Context: an optimization exercise on an open-source flow, tuned for small area, a short achievable clock period and few clock cycles per item. The choices shown serve that exercise and are no tape-out recipe.
RTL that was checked went through simulation tests only; none was proved equivalent to the original.
The clock port is modelled as an ideal driver, which makes a skipped or thinned clock tree look cheaper than it is; a real chip needs a root buffer or a tree.
Power and IR drop assume default switching activity.

north:
==> module packet_parser, before the edit <==
module packet_parser (
	input  logic         clk,
	input  logic         rst_n,       
	input  logic         s_tvalid,
	input  logic [7:0]   s_tdata,
	input  logic         s_tlast,
	output logic         s_tready,
	output logic         m_tvalid,
	input  logic         m_tready,
	output logic [367:0] m_tdata
	);
logic       rdy;            
logic       pend;           
logic       pad;            
logic [5:0] pos;            
logic       dv;             
logic [7:0] din;
logic       dl;
logic fill, proc, adv, p48, inwin, go_pend, go_pad;
logic next_pend, next_pad, dfull_next;
logic [5:0] pos_next;
logic shift_q;              
assign fill    = !pend && !pad;
assign proc    = dv && fill;
assign adv     = proc || pad;
assign p48     = (pos == 6'd48);
assign inwin   = (pos >= 6'd14) && (pos <= 6'd37);
assign go_pend = p48 && ((proc && dl) || pad);
assign go_pad  = proc && dl && !p48;
assign next_pend  = pend ? !m_tready : go_pend;
assign next_pad   = !pend && (pad ? !go_pend : go_pad);
assign dfull_next = (rdy && s_tvalid) || (dv && !proc);
assign pos_next   = pend ? (m_tready ? 6'd0 : pos) : ((adv && !p48) ? pos + 6'd1 : pos);
function logic stored_at(input logic [5:0] p);
	stored_at = (p <= 6'd14) || (p == 6'd16) || (p == 6'd17) ||
	            (p == 6'd23) || (p >= 6'd26 && p <= 6'd47);
endfunction
always_ff @(posedge clk or negedge rst_n) begin
	if (!rst_n) begin
		rdy  <= 1'b1;
		pend <= 1'b0;
		pad  <= 1'b0;
		pos  <= 6'd0;
		dv   <= 1'b0;
		shift_q <= 1'b0;
	end
	else begin
		rdy  <= !(next_pend || next_pad) || !dfull_next;
		pend <= next_pend;
		pad  <= next_pad;
		dv   <= dfull_next;
		pos  <= pos_next;
		shift_q <= ((dfull_next && !next_pend && !next_pad) || next_pad) && stored_at(pos_next);
	end
end
always_ff @(posedge clk) begin
	if (rdy) begin
		din <= s_tdata;
		dl  <= s_tlast;
	end
end
logic [7:0]   in_byte, cs_byte;
logic [319:0] ch;           
logic [15:0]  cnt;          
logic [15:0]  cnt_inc;
logic [15:0]  acc;          
logic         pc;           
logic         first;
assign in_byte = din & {8{!pad}};
assign cs_byte = in_byte & {8{pos <= 6'd33}};    
assign cnt_inc = cnt + {15'd0, ~&cnt};    
assign first   = (pos == 6'd14) || (pos == 6'd15);
always_ff @(posedge clk) begin
	if (shift_q)
		ch <= {ch[311:0], in_byte};
	if ((proc && (!dl || pos == 6'd0)) || go_pend)
		cnt <= (proc && pos == 6'd0) ? {15'd0, !dl} : cnt_inc;
	if (adv && inwin) begin
		acc[15:8]      <= acc[7:0];
		{pc, acc[7:0]} <= (first ? 9'd0 : {1'b0, acc[15:8]}) + {1'b0, cs_byte} +
		                  {8'd0, pc && !first};
	end
end
function integer slot(input integer b);
	integer i;
	begin
		if (b <= 14)      i = b;
		else if (b == 16) i = 15;
		else if (b == 17) i = 16;
		else if (b == 23) i = 17;
		else              i = b - 8;
		slot = 8 * (39 - i);
	end
endfunction
logic [47:0]  dest_mac, src_mac;
logic [15:0]  eth_type, total_length;
logic [7:0]   b14, protocol;
logic [31:0]  src_ip, dest_ip;
logic [111:0] payload;
genvar g;
generate
	for (g = 0; g < 6; g++) begin : MAC
		assign dest_mac[47-8*g -: 8] = ch[slot(g)   +: 8];
		assign src_mac [47-8*g -: 8] = ch[slot(6+g) +: 8];
	end
	for (g = 0; g < 4; g++) begin : IP
		assign src_ip [31-8*g -: 8] = ch[slot(26+g) +: 8];
		assign dest_ip[31-8*g -: 8] = ch[slot(30+g) +: 8];
	end
	for (g = 0; g < 14; g++) begin : PAY
		assign payload[8*g +: 8] = ch[slot(34+g) +: 8];
	end
endgenerate
assign eth_type     = {ch[slot(12) +: 8], ch[slot(13) +: 8]};
assign b14          = ch[slot(14) +: 8];
assign total_length = {ch[slot(16) +: 8], ch[slot(17) +: 8]};
assign protocol     = ch[slot(23) +: 8];
logic        f_v4, f_v6, f_short, f_ck, f_len;
logic        is_ipv4;
logic [15:0] len_now;
assign is_ipv4 = (eth_type == 16'h0800);
logic [16:0] lx, ly, lz;
logic        len_eq;
assign lx     = {1'b0, total_length};
assign ly     = 17'd14;
assign lz     = {1'b0, len_now};
assign len_eq = ((lx ^ ly ^ lz) == (((lx & ly) | ((lx | ly) & ~lz)) << 1));
assign len_now = cnt_inc;
always_ff @(posedge clk) begin
	if (go_pend) begin
		f_v4    <= is_ipv4;
		f_v6    <= (eth_type == 16'h86DD);
		f_short <= (len_now < 16'd48);
		f_ck    <= is_ipv4 && (b14 == 8'h45) && (acc == 16'hFFFF);
		f_len   <= is_ipv4 && len_eq;
	end
end
assign s_tready = rdy;
assign m_tvalid = pend;
assign m_tdata  = {11'b0, f_len, f_ck, f_short, f_v6, f_v4, acc, cnt, payload,
                   dest_ip, src_ip, protocol, total_length, b14[7:4], b14[3:0],
                   eth_type, src_mac, dest_mac};
endmodule
export LEC_CHECK = 0
export CAP_MARGIN = 20
export CORE_MARGIN = 2
export CORE_UTILIZATION = 65
export PLACE_DENSITY = 0.8
export SLEW_MARGIN = 20
create_clock -name core_clock -period 13.5 [get_ports {clk}]
standard.sh (not shown) runs the stock make flow with config.mk's settings and CLKGATE_MAP_FILE= SYNTH_SCRIPT=/design/flow/synth_recipe.tcl, a recipe that flattens the netlist after the stock synthesis.
==> flow/flow/run.sh <==
#!/bin/bash
# Own layout flow: the standard synthesis and layout, with
#  - plain sky130 buffers on the ports instead of the delay buffer the
#    resizer picks by default;
#  - a clock tree of fewer, larger sink clusters and no dummy loads, whose
#    middle level is then taken out (flow/bypass.tcl);
#  - timing repair asked to reach a setup slack margin, so that it works on
#    the paths that set the achieved period (the constraints are unchanged).
set -euo pipefail
bash standard.sh synth > synth.log 2>&1
bash standard.sh finish \
  BUFFER_PORTS_ARGS="-buffer_cell sky130_fd_sc_hd__buf_1" \
  CTS_ARGS="-sink_clustering_enable -repair_clock_nets -sink_clustering_size 30 -sink_clustering_max_diameter 100 -buf_list sky130_fd_sc_hd__clkbuf_16 -dont_use_dummy_load" \
  POST_CTS_TCL="$PWD/flow/bypass.tcl" \
  SETUP_SLACK_MARGIN=9.5 > layout.log 2>&1
==> flow/flow/bypass.tcl <==
# Run after clock tree synthesis (POST_CTS_TCL): take out the middle level
# of the clock tree, so that the root buffer drives the leaf buffers
# directly. Every register keeps the same number of buffers (two) between
# it and the clock port, so the tree stays balanced.
set block [ord::get_db_block]
set cnet [[$block findBTerm clk] getNet]
set root ""
foreach it [$cnet getITerms] { set root [$it getInst] }
set rnet ""
foreach it [$root getITerms] {
  if {[$it isOutputSignal]} { set rnet [$it getNet] }
}
set mids {}
foreach it [$rnet getITerms] {
  if {[$it isInputSignal]} { lappend mids [$it getInst] }
}
set n 0
foreach mid $mids {
  if {![string match "*clkbuf*" [[$mid getMaster] getName]]} continue
  set onet ""
  foreach o [$mid getITerms] {
    if {[$o isOutputSignal]} { set onet [$o getNet] }
  }
  if {$onet eq ""} continue
  set loads {}
  set ok 1
  foreach l [$onet getITerms] {
    if {[$l isInputSignal]} {
      lappend loads $l
      if {![string match "*clkbuf*" [[[$l getInst] getMaster] getName]]} { set ok 0 }
    }
  }
  if {!$ok} continue
  foreach l $loads {
    $l disconnect
    $l connect $rnet
  }
  odb::dbInst_destroy $mid
  odb::dbNet_destroy $onet
  incr n
}
puts "bypass.tcl: removed $n middle clock buffers; root drives [llength [$rnet getITerms]] pins"
Testbench counts of north, summed over its fixed seeds: cycles 152,901, packets 320.
The inputs of south differ from those of north as listed below.
-- flow/design.v --
<<< north, line 131
		f_v4    <= is_ipv4;
		f_v6    <= (eth_type == 16'h86DD);
		f_short <= (len_now < 16'd48);
		f_ck    <= is_ipv4 && (b14 == 8'h45) && (acc == 16'hFFFF);
		f_len   <= is_ipv4 && len_eq;
>>> south, line 131
		f_v4    <= is_ipv4;
		f_v6    <= (eth_type == 16'h86DD);
		f_short <= pad && (cnt[5:0] != 6'd47);
		f_ck    <= is_ipv4 && (b14 == 8'h45) && (acc == 16'hFFFF);
		f_len   <= is_ipv4 && len_eq;
Results
In south, the final area came out about 0.5% below the value in north.
Diff north -> south: share of post-route cells with drive strength above 1 went up by 0.32 points, sequential fraction of the synthesis area went up by 0.50 points, share of total power in combinational logic went up by 0.2 points.
The power drawn by the sequential cells on south is in line with that on north.
The timing endpoint of the critical path comes out m_tdata[125] in one run and m_tdata[321] in the other, namely in south and north respectively.
Going from north to south, the setup slack was found to have gone down by 31 ps.
Compared with north, in south floorplan die area lower; number of hold-slack violations in the final timing report about even; time the final worst path needs with I/O delays and setup went up.
For south, only the layout was checked, not whether the RTL still works.

## static timing again, ports no longer ideal
How much do the figures lean on ideal ports? The routed layouts below were timed once more, with nothing changed but the port constraints.
Step 1 assumes that a clkbuf_16 drives the clock port and a buf_2 every other input.
Step 2 also shifts input and output timing later by t, the mid clock arrival at the registers, as if the neighbouring blocks saw the same clock.
Three values: ideal ports, drivers, drivers and shift; two values: the first two.
run | t (ns) | slack for setup (ns) | worst setup path after step 2 | pins driven straight from the clock port
north | 0.498 | 9.632 / 9.584 / 9.287 | input to register | 1
south | 0.504 | 9.601 / 9.551 / 9.282 | input to register | 1
After both steps every run listed still meets setup and hold. The setup slack of north, which loses most, moves by -0.048 ns with the drivers and by -0.345 ns with both steps.
